Context: an optimization exercise on an open-source flow, tuned for small area. The choices shown serve that exercise and are no tape-out recipe.
Only simulation tests tie the RTL to the original design; equivalence was not proved.
Power is estimated from default activity; no workload was simulated.

==> try-cedar: inputs <==
Design vga_game_top, start of the top module:
module vga_game_top(
    input         clk,         
    input         rst_n,       
    input         BTNL,        
    input         BTNR,        
    output        VGA_HS,      
    output        VGA_VS,      
    output [3:0]  VGA_R,       
    output [3:0]  VGA_G,       
    output [3:0]  VGA_B,       
    output [7:0]  LED          
);
Settings: LEC_CHECK=0, CAP_MARGIN=20, CORE_MARGIN=2, CORE_UTILIZATION=40, SLEW_MARGIN=20; clock period 20.0 ns.
standard.sh (not shown) runs the stock make flow with config.mk's settings and CLKGATE_MAP_FILE= SYNTH_SCRIPT=/design/flow/synth_recipe.tcl, a recipe that flattens the netlist after the stock synthesis.
==> flow/flow/run.sh <==
#!/bin/bash
set -uo pipefail
W=$PWD
F=$W/flow
R=$W/orfs/results/$FLOW_PLATFORM/vga_game_top/base
log() { echo "[run.sh] $*" | tee -a $W/run_sh.log; }

log "standard synthesis"
bash standard.sh synth > $W/std_synth.log 2>&1 || { log "standard synth failed"; exit 1; }
cp $R/1_2_yosys.v $W/std_1_2_yosys.v

# area synthesis in its own work home
sed 's#log_cmd abc {\*}\$abc_args#log_cmd abc -script $::env(MY_ABC_SCRIPT) {*}[lrange $abc_args 2 end] -dont_use sky130_fd_sc_hd__clkinv_* -dont_use sky130_fd_sc_hd__clkinvlp_*#' \
    $FLOW_HOME/scripts/synth.tcl > $W/area_synth_core.tcl
sed "s#source \$::env(SCRIPTS_DIR)/synth.tcl#source $W/area_synth_core.tcl#" synth_recipe.tcl > $W/area_synth.tcl
sed -e "s#WORK_HOME=[^ ]*#WORK_HOME=$W/orfs_area#" -e "s#SYNTH_SCRIPT=[^ ]*#SYNTH_SCRIPT=$W/area_synth.tcl ADDER_MAP_FILE=#" \
    -e '/^if \[\[/,/^fi/d' standard.sh > $W/area.sh
use_area=0
if grep -q MY_ABC_SCRIPT $W/area_synth_core.tcl && grep -q area_synth_core $W/area_synth.tcl; then
  log "area synthesis"
  if MY_ABC_SCRIPT=$F/area.abc bash $W/area.sh synth > $W/area_synth.log 2>&1; then
    A=$W/orfs_area/results/$FLOW_PLATFORM/vga_game_top/base/1_2_yosys.v
    regs() { grep -E '^\s*sky130_fd_sc_hd__[a-z0-9]+_[0-9]+ ' "$1" | grep -E '__(df|edf|sdf|dl)' | sed -E 's/_[0-9]+ / /' | sort; }
    regs $W/std_1_2_yosys.v > $W/regs_std.txt
    regs $A > $W/regs_area.txt
    if [[ -s $W/regs_std.txt ]] && cmp -s $W/regs_std.txt $W/regs_area.txt; then
      use_area=1
    else
      log "register lists differ; keeping the standard netlist"
    fi
  else
    log "area synthesis failed; keeping the standard netlist"
  fi
fi
if [[ $use_area == 1 ]]; then
  log "using the area netlist"
  cp $A $R/1_2_yosys.v
  rm -f $R/1_synth.odb $R/1_synth.sdc
fi
log "layout"
bash standard.sh > $W/layout.log 2>&1 || { log "layout failed"; exit 1; }
log "done"
==> flow/flow/area.abc <==
strash
dc2
&get -n
&deepsyn -T 60
&dch -f
&nf -R 1000
&put
==> try-raven: changes against try-cedar <==
==> flow/run.sh (new file) <==
#!/bin/bash
# synth_recipe.tcl (not shown) runs the flow's synth.tcl, then flattens the netlist and writes it again
# the make line also repeats each setting of config.mk as NAME=value (left out here)
make -C /OpenROAD-flow-scripts/flow DESIGN_CONFIG=/design/flow/config.mk WORK_HOME=/design/flow/orfs CLKGATE_MAP_FILE= SYNTH_SCRIPT=/design/flow/synth_recipe.tcl finish
removed: flow/flow/run.sh
removed: flow/flow/area.abc
removed: flow/standard.sh
==> try-onyx: changes against try-cedar <==
--- a/flow/design.v
+++ b/flow/design.v
@@ -31,12 +31,11 @@
     input             rst_n,
     input      [10:0] xpos,
     input      [9:0]  ypos,
     input             valid,
     input      [1:0]  key,      
-    output reg [2:0]  hi,       
-    output reg        lo,       
+    output reg [2:0]  pix,      
     output reg [7:0]  score
 );
 reg [7:0] spd;
 wire move_en = spd[7] & spd[6] & spd[5] & spd[4] & spd[3] & spd[0];
 always @(posedge clk_50m or negedge rst_n) begin
@@ -60,29 +59,31 @@
         else if(key == 2'b10) begin
             if(bd < 8'd179) bd <= bd + 8'd1;
         end
     end
 end
-reg [8:0] bx, by;
+reg [8:0] bx;
+reg [8:1] by_h;
+wire [8:0] by = {by_h, bx[0]};
 reg dir_x, dir_y;
 wire fall  = by[8] & by[5] & by[3] & by[1];               
 wire pad_y = (by >= 9'd288) && (by <= 9'd293);
-wire [8:0] rb = bx - {bd, 1'b0};
-wire pad_x = (bd != 8'd1) && (rb >= 9'd510 || rb <= 9'd42);
+wire [7:0] rb = bd - bx[8:1];
+wire pad_x = (bd != 8'd1) && (rb <= 8'd1 || rb >= (bx[0] ? 8'd236 : 8'd235));
 always @(posedge clk_50m or negedge rst_n) begin
     if(!rst_n) begin
-        bx <= 9'd200; by <= 9'd150;
+        bx <= 9'd200; by_h <= 8'd75;
         dir_x <= 1'b1; dir_y <= 1'b1;
     end
     else if(move_en) begin
         if(fall) begin
-            bx <= 9'd200; by <= 9'd150;
+            bx <= 9'd200; by_h <= 8'd75;
             dir_x <= 1'b1; dir_y <= 1'b1;
         end
         else begin
             bx <= dir_x ? bx + 9'd1 : bx - 9'd1;
-            by <= dir_y ? by + 9'd1 : by - 9'd1;
+            by_h <= dir_y ? by_h + {7'd0, bx[0]} : by_h - {7'd0, ~bx[0]};
             if(bx <= 9'd3) dir_x <= 1'b1;
             else if(bx >= 9'd397) dir_x <= 1'b0;
             if(pad_y && pad_x) dir_y <= 1'b0;
             else if(by <= 9'd3) dir_y <= 1'b1;
         end
@@ -175,34 +176,18 @@
 wire qy0 = p_init ? qyi : y_lo && (fy0 >= 8'd50 && fy0 <= 8'd70);
 wire qy1 = p_init ? qyi : y_lo && (fy1 >= 8'd70 && fy1 <= 8'd90);
 wire qy2 = p_init ? qyi : y_lo && (fy2 >= 8'd90 && fy2 <= 8'd110);
 wire in_point = |(pv & {qx2 & qy2, qx1 & qy1, qx0 & qy0});
 always @(posedge clk_50m or negedge rst_n) begin
-    if(!rst_n) begin
-        hi <= 3'b000; lo <= 1'b0;
-    end
-    else if(!valid) begin
-        hi <= 3'b000; lo <= 1'b0;
-    end
-    else if(border) begin
-        hi <= 3'b111; lo <= 1'b0;
-    end
-    else if(led_area) begin
-        hi <= led_on ? 3'b111 : 3'b000; lo <= !led_on;
-    end
-    else if(in_board) begin
-        hi <= 3'b001; lo <= 1'b0;
-    end
-    else if(in_ball) begin
-        hi <= 3'b100; lo <= 1'b0;
-    end
-    else if(in_point) begin
-        hi <= 3'b010; lo <= 1'b0;
-    end
-    else begin
-        hi <= 3'b000; lo <= 1'b0;
-    end
+    if(!rst_n) pix <= 3'b000;
+    else if(!valid) pix <= 3'b000;
+    else if(border) pix <= 3'b111;
+    else if(led_area) pix <= led_on ? 3'b111 : 3'b011;
+    else if(in_board) pix <= 3'b001;
+    else if(in_ball) pix <= 3'b100;
+    else if(in_point) pix <= 3'b010;
+    else pix <= 3'b000;
 end
 endmodule
 module vga_game_top(
     input         clk,         
     input         rst_n,       
@@ -217,16 +202,20 @@
 );
 wire [1:0] key = {BTNR, BTNL};  
 wire [10:0] xpos;
 wire [9:0]  ypos;
 wire        valid;
-wire [2:0]  hi;    
-wire        lo;    
+wire [2:0]  pix;   
 wire [7:0]  score;
-assign VGA_R = {hi[2], hi[2], hi[2] | lo, hi[2] | lo};
-assign VGA_G = {hi[1], hi[1], hi[1] | lo, hi[1] | lo};
-assign VGA_B = {hi[0], hi[0], hi[0] | lo, hi[0] | lo};
+wire grey = ~pix[2] & pix[1] & pix[0];
+wire r_hi = pix[2];
+wire g_hi = pix[1] & ~grey;
+wire b_hi = pix[0] & ~grey;
+wire r_lo = pix[2] | grey;
+assign VGA_R = {r_hi, r_hi, r_lo, r_lo};
+assign VGA_G = {g_hi, g_hi, pix[1], pix[1]};
+assign VGA_B = {b_hi, b_hi, pix[0], pix[0]};
 assign LED = score;
 vga_timing u_vga_timing(
     .clk_50m(clk),
     .rst_n(rst_n),
     .hsync(VGA_HS),
@@ -240,10 +229,9 @@
     .rst_n(rst_n),
     .xpos(xpos),
     .ypos(ypos),
     .valid(valid),
     .key(key),
-    .hi(hi),
-    .lo(lo),
+    .pix(pix),
     .score(score)
 );
 endmodule
==> flow/flow/run.sh (replaced) <==
#!/bin/bash
set -uo pipefail
W=$PWD
F=$W/flow
R=$W/orfs/results/$FLOW_PLATFORM/vga_game_top/base
log() { echo "[run.sh] $*" | tee -a $W/run_sh.log; }

log "standard synthesis"
bash standard.sh synth > $W/std_synth.log 2>&1 || { log "standard synth failed"; exit 1; }
cp $R/1_2_yosys.v $W/std_1_2_yosys.v

regs() { grep -E '^\s*sky130_fd_sc_hd__[a-z0-9]+_[0-9]+ ' "$1" | grep -E '__(df|edf|sdf|dl)' | sed -E 's/_[0-9]+ / /' | sort; }
regs $W/std_1_2_yosys.v > $W/regs_std.txt

sed 's#log_cmd abc {\*}\$abc_args#log_cmd abc -script $::env(MY_ABC_SCRIPT) {*}[lrange $abc_args 2 end] -dont_use sky130_fd_sc_hd__clkinv_* -dont_use sky130_fd_sc_hd__clkinvlp_*#' \
    $FLOW_HOME/scripts/synth.tcl > $W/area_synth_core.tcl
sed "s#source \$::env(SCRIPTS_DIR)/synth.tcl#source $W/area_synth_core.tcl#" synth_recipe.tcl > $W/area_synth.tcl
best=""; best_area=""
if grep -q MY_ABC_SCRIPT $W/area_synth_core.tcl && grep -q area_synth_core $W/area_synth.tcl; then
  pids=()
  for s in $F/s*.abc; do
    n=$(basename $s .abc)
    sed -e "s#WORK_HOME=[^ ]*#WORK_HOME=$W/orfs_$n#" -e "s#SYNTH_SCRIPT=[^ ]*#SYNTH_SCRIPT=$W/area_synth.tcl ADDER_MAP_FILE=#" \
        -e '/^if \[\[/,/^fi/d' standard.sh > $W/area_$n.sh
    log "area synthesis $n"
    MY_ABC_SCRIPT=$s bash $W/area_$n.sh synth > $W/area_synth_$n.log 2>&1 &
    pids+=($!)
    # at most NUM_CORES syntheses at once
    while (( $(jobs -rp | wc -l) >= ${NUM_CORES:-4} )); do sleep 2; done
  done
  for p in "${pids[@]}"; do wait $p; done
  for s in $F/s*.abc; do
    n=$(basename $s .abc)
    A=$W/orfs_$n/results/$FLOW_PLATFORM/vga_game_top/base/1_2_yosys.v
    S=$W/orfs_$n/reports/$FLOW_PLATFORM/vga_game_top/base/synth_stat.txt
    [[ -s $A && -s $S ]] || { log "$n: no netlist"; continue; }
    regs $A > $W/regs_$n.txt
    if [[ -s $W/regs_std.txt ]] && cmp -s $W/regs_std.txt $W/regs_$n.txt; then
      a=$(awk '/Chip area/ {print $NF}' $S)
      log "$n: area $a"
      if [[ -n "$a" ]] && { [[ -z "$best_area" ]] || awk -v a=$a -v b=$best_area 'BEGIN{exit !(a<b)}'; }; then
        best=$A; best_area=$a
      fi
    else
      log "$n: register lists differ; not used"
    fi
  done
fi
if [[ -n "$best" ]]; then
  log "using $best ($best_area)"
  cp $best $R/1_2_yosys.v
  rm -f $R/1_synth.odb $R/1_synth.sdc
else
  log "using the standard netlist"
fi
# extra make settings for the layout steps, one per line
extra=()
if [[ -f $F/make_args.txt ]]; then
  while IFS= read -r line; do [[ -n "$line" && "$line" != \#* ]] && extra+=("$line"); done < $F/make_args.txt
fi
log "layout ${extra[*]:-}"
bash standard.sh "${extra[@]}" finish > $W/layout.log 2>&1 || { log "layout failed"; exit 1; }
log "done"
==> flow/flow/make_args.txt (new file) <==
BUFFER_PORTS_ARGS=-buffer_cell sky130_fd_sc_hd__buf_1
CTS_ARGS=-sink_clustering_enable -repair_clock_nets -dont_use_dummy_load -buf_list sky130_fd_sc_hd__clkbuf_8 -root_buf sky130_fd_sc_hd__clkbuf_8
==> flow/flow/s0.abc (new file) <==
strash
dc2
&get -n
&deepsyn -T 60
&put
strash
dch -f
amap
topo
==> flow/flow/s1.abc (new file) <==
strash
dc2
&get -n
&deepsyn -T 60 -S 1
&put
strash
dch -f
amap
topo
==> flow/flow/s2.abc (new file) <==
strash
dc2
&get -n
&deepsyn -T 60 -S 2
&put
strash
dch -f
amap
topo
==> flow/flow/s3.abc (new file) <==
strash
dc2
&get -n
&deepsyn -T 60 -S 3
&put
strash
dch -f
amap
topo
==> flow/flow/s4.abc (new file) <==
strash
dc2
&get -n
&deepsyn -T 60 -S 4
&put
strash
dch -f
amap
topo
==> flow/flow/s5.abc (new file) <==
strash
dc2
&get -n
&deepsyn -T 60 -S 5
&put
strash
dch -f
amap
topo
==> flow/flow/s6.abc (new file) <==
strash
dc2
&get -n
&deepsyn -T 60
&put
strash
dch
amap
topo
==> flow/flow/s7.abc (new file) <==
strash
dc2
&get -n
&deepsyn -T 60
&put
strash
dch -f
amap -m
topo
- CORE_UTILIZATION: 40 -> 50
removed: flow/flow/area.abc
==> results.txt <==
Via count - 8,974
Final Util - 53.4%
Leakage - 3.44 nW
Crit path cell chain - inv_1, nor2_1, inv_1, nor2_1, nor2_1, a21oi_1, o21ai_0, buf_1
Fillers - 1,586
Post-Route WL - 28.7 mm
Routed met2 length - 12.2 mm
WL/cell - 20.6 um
Run status - timing/DRC/antenna clean
# the run above: try-onyx

==> results.txt <==
Num CTS Buffers - 9
Worst setup margin - 13.39 ns
Final Util - 45.3%
Leakage - 3.47 nW
Die H - 149 um
Routed met2 length - 11.9 mm
Post-Route WL - 26.7 mm
Fillers - 2,081
Run status - timing/DRC/antenna clean
Post-DP HPWL - 19.6 mm
Crit path cell chain - and2_0, a21oi_1, xnor2_1, or3_1, clkdlybuf4s50_1
Via count - 8,376
# the run above: try-cedar

==> results.txt <==
Leakage - 5.32 nW
WL/cell - 19.5 um
Fillers - 2,723
Final Util - 43.4%
Die area - 29,200 um^2
Non-clk invs - 92
Routed met2 length - 14.8 mm
Worst reg2reg setup slack - 15.85 ns
Run status - timing/DRC/antenna clean
Via count - 10,036
# the run above: try-raven

separate check: timing with driven ports:
Ports are ideal in the flow. The routed layouts listed here were re-timed in OpenROAD.
Step 1 sets driving cells, clkbuf_16 on the clock port and buf_2 on the other inputs (assumed; they add their load-dependent delay and slew).
Step 2 adds t to the input delays and takes it off the output delays; t is the mean of the earliest and latest rising clock arrival at the registers after step 1. Input paths then give back, and output paths get back, about the clock's delay inside the block.
a / b / c = no drivers / after step 1 / after step 2; a / b = the first two.
run | shift t [ns] | slack for setup (ns) | clock arrival spread, ns
try-cedar | 0.394 | 13.388 / 13.344 / 13.737 | 0.012 / 0.013
try-raven | 0.410 | 13.262 / 13.212 / 13.622 | 0.012 / 0.012
try-onyx | 0.434 | 13.550 / 13.509 / 13.861 | 0.034 / 0.035
After both steps setup and hold are still met in every run listed.
